From an optimization exercise on the open Yosys and OpenROAD flow, aimed at small area and a short achievable clock period; shortcuts taken in it are not production practice. At most, simulation tests tie the RTL to the original design; equivalence was not proved.

==> inputs of job 5452 <==
==> flow/design.v (excerpt) <==
module spn_cu (
    input  logic        clk,
    input  logic        reset,            
    input  logic [1:0]  opcode,           
    input  logic [15:0] data_in,          
    input  logic [31:0] secret_key,       
    output logic [15:0] data_out,         
    output logic [1:0]  valid             
);
==> module spn_cu, before the edit <==
module spn_cu (
    input  logic        clk,
    input  logic        reset,            
    input  logic [1:0]  opcode,           
    input  logic [15:0] data_in,          
    input  logic [31:0] secret_key,       
    output logic [15:0] data_out,         
    output logic [1:0]  valid             
);
    function automatic logic [3:0] sbox(input logic [3:0] x);
        logic w;
        w = ~(x[1] ^ x[2]);
        sbox[0] = x[3] ^ (x[0] & w);
        sbox[1] = ~(x[0] ^ x[1]) ^ (x[3] & ((~x[0] & ~x[2]) | (x[1] & (x[0] ^ x[2]))));
        sbox[2] = x[2] ^ (x[0] & w & ~x[3]);
        sbox[3] = ~(x[0] ^ (x[2] & ~(x[0] & x[1])) ^ (x[3] & ~(x[0] ^ x[1])));
    endfunction
    function automatic logic [3:0] inv_sbox(input logic [3:0] x);
        inv_sbox[0] = ~(x[2] ^ x[3] ^ (x[0] & ~(x[1] ^ (x[2] & x[3]))));
        inv_sbox[1] = x[1] ^ x[2] ^ x[3] ^ (x[0] & (x[3] ? x[1] : x[2]));
        inv_sbox[2] = x[2] ^ (x[0] & ~x[3] & (x[1] ^ x[2]));
        inv_sbox[3] = (~(x[1] | x[2]) | (x[0] & x[1] & x[2])) ^ (x[3] & ~(x[0] ^ x[1] ^ x[2]));
    endfunction
    function automatic logic [15:0] s16(input logic [15:0] x);
        s16 = {sbox(x[15:12]), sbox(x[11:8]), sbox(x[7:4]), sbox(x[3:0])};
    endfunction
    function automatic logic [15:0] si16(input logic [15:0] x);
        si16 = {inv_sbox(x[15:12]), inv_sbox(x[11:8]), inv_sbox(x[7:4]), inv_sbox(x[3:0])};
    endfunction
    logic        st_idle, st_pe, st_pd, st_de, st_dd, st_err;
    logic [15:0] d_reg, k_reg;
    logic [7:0]  x_reg;
    logic        err_in;
    logic [15:0] rk_a, a_enc, a_dec, b_enc, b_dec, a_next, b_next;
    assign err_in = st_idle && (opcode == 2'b11);
    assign rk_a  = {secret_key[7:0], opcode[0] ? secret_key[23:16] : secret_key[31:24]};
    assign a_enc = s16(data_in ^ rk_a);
    assign a_dec = si16(data_in) ^ rk_a;
    assign a_next = opcode[0] ? {a_enc[13:0], a_enc[15:14]} : {a_dec[1:0], a_dec[15:2]};
    assign b_enc = s16(d_reg ^ k_reg);
    assign b_dec = si16(d_reg) ^ k_reg;
    assign b_next = st_pe ? {b_enc[13:0], b_enc[15:14]} : {b_dec[1:0], b_dec[15:2]};
    always_ff @(posedge clk or posedge reset) begin
        if (reset) begin
            st_idle <= 1'b1;
            st_pe   <= 1'b0;
            st_pd   <= 1'b0;
            st_de   <= 1'b0;
            st_dd   <= 1'b0;
            st_err  <= 1'b0;
        end else begin
            st_idle <= st_de | st_dd | st_err | (st_idle && opcode == 2'b00);
            st_pe   <= st_idle && opcode == 2'b01;
            st_pd   <= st_idle && opcode == 2'b10;
            st_de   <= st_pe;
            st_dd   <= st_pd;
            st_err  <= err_in;
        end
    end
    always_ff @(posedge clk) begin
        d_reg <= st_idle ? a_next : b_next;
        k_reg <= st_idle ? secret_key[15:0] : {k_reg[7:0], x_reg};
        x_reg <= opcode[0] ? secret_key[31:24] : secret_key[23:16];
    end
    assign data_out = ({16{st_de}} & b_enc) | ({16{st_dd}} & b_dec);
    assign valid    = {st_dd | st_err | err_in, st_de | st_err | err_in};
endmodule
Settings: LEC_CHECK=0, CAP_MARGIN=20, CORE_MARGIN=2, CORE_UTILIZATION=40, PLACE_DENSITY=0.6, SLEW_MARGIN=20; clock period 5.5 ns.
standard.sh (not shown) runs the stock make flow with config.mk's settings and CLKGATE_MAP_FILE= SYNTH_SCRIPT=/design/flow/synth_recipe.tcl, a recipe that flattens the netlist after the stock synthesis.
==> flow/flow/run.sh <==
#!/bin/bash
set -u
here=$(pwd)
sed "s#SYNTH_SCRIPT=[^ ]*#SYNTH_SCRIPT=$here/flow/my_synth.tcl#" standard.sh > my_standard.sh
export MY_ABC_SCRIPT=$here/flow/abc.scr
export FLOW_SYNTH_TCL=$here/synth_recipe.tcl
extra=()
if [[ -f flow/make_args ]]; then mapfile -t extra < flow/make_args; fi
bash my_standard.sh "BUFFER_PORTS_ARGS=-buffer_cell sky130_fd_sc_hd__buf_1" "ADDER_MAP_FILE=" "${extra[@]}" finish > standard.log 2>&1
==> flow/flow/abc.scr <==
strash; &get -n; &fraig -x; &put; scorr; dc2; strash; &get -n; &dch -f; &nf; &put
==> flow/flow/make_args <==
SETUP_SLACK_MARGIN=2.5
==> flow/flow/my_synth.tcl <==
# Run the standard flow's synthesis script, but map with the ABC script in MY_ABC_SCRIPT.
proc abc {args} {
  set i [lsearch -exact $args -script]
  if { $i >= 0 } { lset args [expr {$i + 1}] $::env(MY_ABC_SCRIPT) }
  yosys abc {*}$args
}
source $::env(FLOW_SYNTH_TCL)
==> job 4375 (differences from job 5452) <==
==> flow/design.v (replaced) <==
module spn_cu (
    input  logic        clk,
    input  logic        reset,            
    input  logic [1:0]  opcode,           
    input  logic [15:0] data_in,          
    input  logic [31:0] secret_key,       
    output logic [15:0] data_out,         
    output logic [1:0]  valid             
);
    localparam logic [15:0] S0 = 16'h7d82, S1 = 16'hd499, S2 = 16'hf072, S3 = 16'hbc25;
    localparam logic [15:0] I0 = 16'h722d, I1 = 16'h4b9c, I2 = 16'hf0d8, I3 = 16'hea83;
    function automatic logic [3:0] sbox(input logic [3:0] x);
        sbox = {S3[x], S2[x], S1[x], S0[x]};
    endfunction
    function automatic logic [3:0] inv_sbox(input logic [3:0] x);
        inv_sbox = {I3[x], I2[x], I1[x], I0[x]};
    endfunction
    function automatic logic [15:0] s16(input logic [15:0] x);
        s16 = {sbox(x[15:12]), sbox(x[11:8]), sbox(x[7:4]), sbox(x[3:0])};
    endfunction
    function automatic logic [15:0] si16(input logic [15:0] x);
        si16 = {inv_sbox(x[15:12]), inv_sbox(x[11:8]), inv_sbox(x[7:4]), inv_sbox(x[3:0])};
    endfunction
    logic [1:0]  v;
    logic        p;
    logic [15:0] d_reg, k_reg;
    logic [7:0]  x_reg;
    logic        idle, done, err_in, enc;
    logic [15:0] x, rk, u;
    assign idle   = (v == 2'b00);
    assign done   = !p && (v[0] ^ v[1]);
    assign err_in = idle && (opcode == 2'b11);
    assign enc    = idle ? opcode[0] : v[0];
    assign x  = idle ? data_in : d_reg;
    assign rk = idle ? {secret_key[7:0], opcode[0] ? secret_key[23:16] : secret_key[31:24]}
                     : k_reg;
    assign u  = enc ? s16(x ^ rk) : (si16(x) ^ rk);
    always_ff @(posedge clk or posedge reset) begin
        if (reset) begin
            v <= 2'b00;
            p <= 1'b0;
        end else begin
            v <= idle ? opcode : (p ? v : 2'b00);
            p <= idle && (opcode[0] ^ opcode[1]);
        end
    end
    always_ff @(posedge clk) begin
        d_reg <= enc ? {u[13:0], u[15:14]} : {u[1:0], u[15:2]};
        k_reg <= idle ? secret_key[15:0] : {k_reg[7:0], x_reg};
        x_reg <= opcode[0] ? secret_key[31:24] : secret_key[23:16];
    end
    assign data_out = done ? u : 16'h0000;
    assign valid    = (p ? 2'b00 : v) | {err_in, err_in};
endmodule
==> flow/run.sh (new file) <==
#!/bin/bash
# synth_recipe.tcl (not shown) runs the flow's synth.tcl, then flattens the netlist and writes it again
# the make line also repeats each setting of config.mk as NAME=value (left out here)
make -C /OpenROAD-flow-scripts/flow DESIGN_CONFIG=/design/flow/config.mk WORK_HOME=/design/flow/orfs CLKGATE_MAP_FILE= SYNTH_SCRIPT=/design/flow/synth_recipe.tcl finish
--- a/flow/config.mk
+++ b/flow/config.mk
@@ -9,4 +9,5 @@
 export CORE_MARGIN = 2
 export CORE_UTILIZATION = 40
 export PLACE_DENSITY = 0.6
+export SETUP_SLACK_MARGIN = 3.0
 export SLEW_MARGIN = 20
removed: flow/flow/run.sh
removed: flow/flow/abc.scr
removed: flow/flow/make_args
removed: flow/flow/my_synth.tcl
removed: flow/standard.sh
==> job 6290 (differences from job 5452) <==
--- a/flow/design.v
+++ b/flow/design.v
@@ -27,13 +27,16 @@
     function automatic logic [15:0] si16(input logic [15:0] x);
         si16 = {inv_sbox(x[15:12]), inv_sbox(x[11:8]), inv_sbox(x[7:4]), inv_sbox(x[3:0])};
     endfunction
-    logic        st_idle, st_pe, st_pd, st_de, st_dd, st_err;
+    logic        st_idle, st_pe, st_pd, st_de, st_dd;
+    logic [1:0]  vo;
     logic [15:0] d_reg, k_reg;
     logic [7:0]  x_reg;
     logic        err_in;
     logic [15:0] rk_a, a_enc, a_dec, b_enc, b_dec, a_next, b_next;
     assign err_in = st_idle && (opcode == 2'b11);
-    assign rk_a  = {secret_key[7:0], opcode[0] ? secret_key[23:16] : secret_key[31:24]};
+    assign st_de  = vo[0] && !vo[1];
+    assign st_dd  = vo[1] && !vo[0];
+    assign rk_a  = {secret_key[7:0], opcode[1] ? secret_key[31:24] : secret_key[23:16]};
     assign a_enc = s16(data_in ^ rk_a);
     assign a_dec = si16(data_in) ^ rk_a;
     assign a_next = opcode[0] ? {a_enc[13:0], a_enc[15:14]} : {a_dec[1:0], a_dec[15:2]};
@@ -45,16 +48,12 @@
             st_idle <= 1'b1;
             st_pe   <= 1'b0;
             st_pd   <= 1'b0;
-            st_de   <= 1'b0;
-            st_dd   <= 1'b0;
-            st_err  <= 1'b0;
+            vo      <= 2'b00;
         end else begin
-            st_idle <= st_de | st_dd | st_err | (st_idle && opcode == 2'b00);
+            st_idle <= vo[0] | vo[1] | (st_idle && opcode == 2'b00);
             st_pe   <= st_idle && opcode == 2'b01;
             st_pd   <= st_idle && opcode == 2'b10;
-            st_de   <= st_pe;
-            st_dd   <= st_pd;
-            st_err  <= err_in;
+            vo      <= {st_pd | err_in, st_pe | err_in};
         end
     end
     always_ff @(posedge clk) begin
@@ -63,5 +62,5 @@
         x_reg <= opcode[0] ? secret_key[31:24] : secret_key[23:16];
     end
     assign data_out = ({16{st_de}} & b_enc) | ({16{st_dd}} & b_dec);
-    assign valid    = {st_dd | st_err | err_in, st_de | st_err | err_in};
+    assign valid    = vo | {err_in, err_in};
 endmodule
==> flow/flow/make_args (replaced) <==
SETUP_SLACK_MARGIN=2.4
==> job 8770 (differences from job 5452) <==
--- a/flow/design.v
+++ b/flow/design.v
@@ -27,13 +27,16 @@
     function automatic logic [15:0] si16(input logic [15:0] x);
         si16 = {inv_sbox(x[15:12]), inv_sbox(x[11:8]), inv_sbox(x[7:4]), inv_sbox(x[3:0])};
     endfunction
-    logic        st_idle, st_pe, st_pd, st_de, st_dd, st_err;
+    logic        st_idle, st_pe, st_pd, st_de, st_dd;
+    logic [1:0]  vo;
     logic [15:0] d_reg, k_reg;
     logic [7:0]  x_reg;
     logic        err_in;
     logic [15:0] rk_a, a_enc, a_dec, b_enc, b_dec, a_next, b_next;
     assign err_in = st_idle && (opcode == 2'b11);
-    assign rk_a  = {secret_key[7:0], opcode[0] ? secret_key[23:16] : secret_key[31:24]};
+    assign st_de  = vo[0] && !vo[1];
+    assign st_dd  = vo[1] && !vo[0];
+    assign rk_a  = {secret_key[7:0], opcode[1] ? secret_key[31:24] : secret_key[23:16]};
     assign a_enc = s16(data_in ^ rk_a);
     assign a_dec = si16(data_in) ^ rk_a;
     assign a_next = opcode[0] ? {a_enc[13:0], a_enc[15:14]} : {a_dec[1:0], a_dec[15:2]};
@@ -45,16 +48,12 @@
             st_idle <= 1'b1;
             st_pe   <= 1'b0;
             st_pd   <= 1'b0;
-            st_de   <= 1'b0;
-            st_dd   <= 1'b0;
-            st_err  <= 1'b0;
+            vo      <= 2'b00;
         end else begin
-            st_idle <= st_de | st_dd | st_err | (st_idle && opcode == 2'b00);
+            st_idle <= vo[0] | vo[1] | (st_idle && opcode == 2'b00);
             st_pe   <= st_idle && opcode == 2'b01;
             st_pd   <= st_idle && opcode == 2'b10;
-            st_de   <= st_pe;
-            st_dd   <= st_pd;
-            st_err  <= err_in;
+            vo      <= {st_pd | err_in, st_pe | err_in};
         end
     end
     always_ff @(posedge clk) begin
@@ -63,5 +62,5 @@
         x_reg <= opcode[0] ? secret_key[31:24] : secret_key[23:16];
     end
     assign data_out = ({16{st_de}} & b_enc) | ({16{st_dd}} & b_dec);
-    assign valid    = {st_dd | st_err | err_in, st_de | st_err | err_in};
+    assign valid    = vo | {err_in, err_in};
 endmodule
==> flow/flow/make_args (replaced) <==
SETUP_SLACK_MARGIN=2.0
==> summary of the runs <==
Against job 6290, the worst hold slack of job 5452 is lower by 0.10 ns.
In job 5452 the die area is higher than in job 8770, by about 1.7%.
Cell count: job 5452 is smaller than job 4375 (18%).
Register-to-register slack: job 5452 is better than job 8770 (0.05 ns).
Via count: job 4375 > job 5452 > job 8770 > job 6290.
Job 5452 went through all stages and came out clean. Job 8770 completed without violations. Job 6290 completed without violations. Job 4375 passed the timing, design-rule and antenna checks.
Cell area: job 8770 < job 6290 < job 5452 < job 4375.
Sequential share of layout area: job 4375 is lower than job 6290 (10 points).
The lowest utilization belongs to job 8770, the highest to job 4375.
Against job 6290, the maximum frequency of job 5452 is larger by 2.4%.
The highest routed wire length belongs to job 4375, the lowest to job 8770.
Only the layout flow was run in job 5452; the RTL was not checked for function there.

## re-timing with driven ports
How much do the figures lean on ideal ports? The routed layouts below were timed once more, with nothing changed but the port constraints. Step 1, drivers: a clkbuf_16 drives clk and a buf_2 each remaining input, both assumed. Step 2 moves the port delays by t, midway between the first and last clock arrival at a register: inputs arrive t later, outputs are due t later. That takes back most of the time a late clock gives input paths. a / b / c = no drivers / after step 1 / after step 2; a / b = the first two.
| run | t, ns | setup slack, ns | hold slack, ns | worst data-port slew with drivers (ns) | cell pins on the clock port's net |
|---|---|---|---|---|---|
| job 5452 | 0.329 | 2.519 / 2.444 / 2.332 | 0.354 / 0.354 / 0.354 | 0.11 | 1 |
| job 4375 | 0.340 | 1.198 / 1.161 / 0.876 | 0.461 / 0.461 / 0.461 | 0.05 | 1 |
| job 6290 | 0.331 | 2.448 / 2.417 / 2.391 | 0.455 / 0.455 / 0.455 | 0.04 | 1 |
| job 8770 | 0.327 | 2.159 / 2.128 / 2.071 | 0.455 / 0.455 / 0.455 | 0.04 | 1 |
After both steps every run listed still meets setup and hold. For job 4375, which loses most, drivers alone change the setup slack by -0.037 ns; drivers and shift together by -0.322 ns.
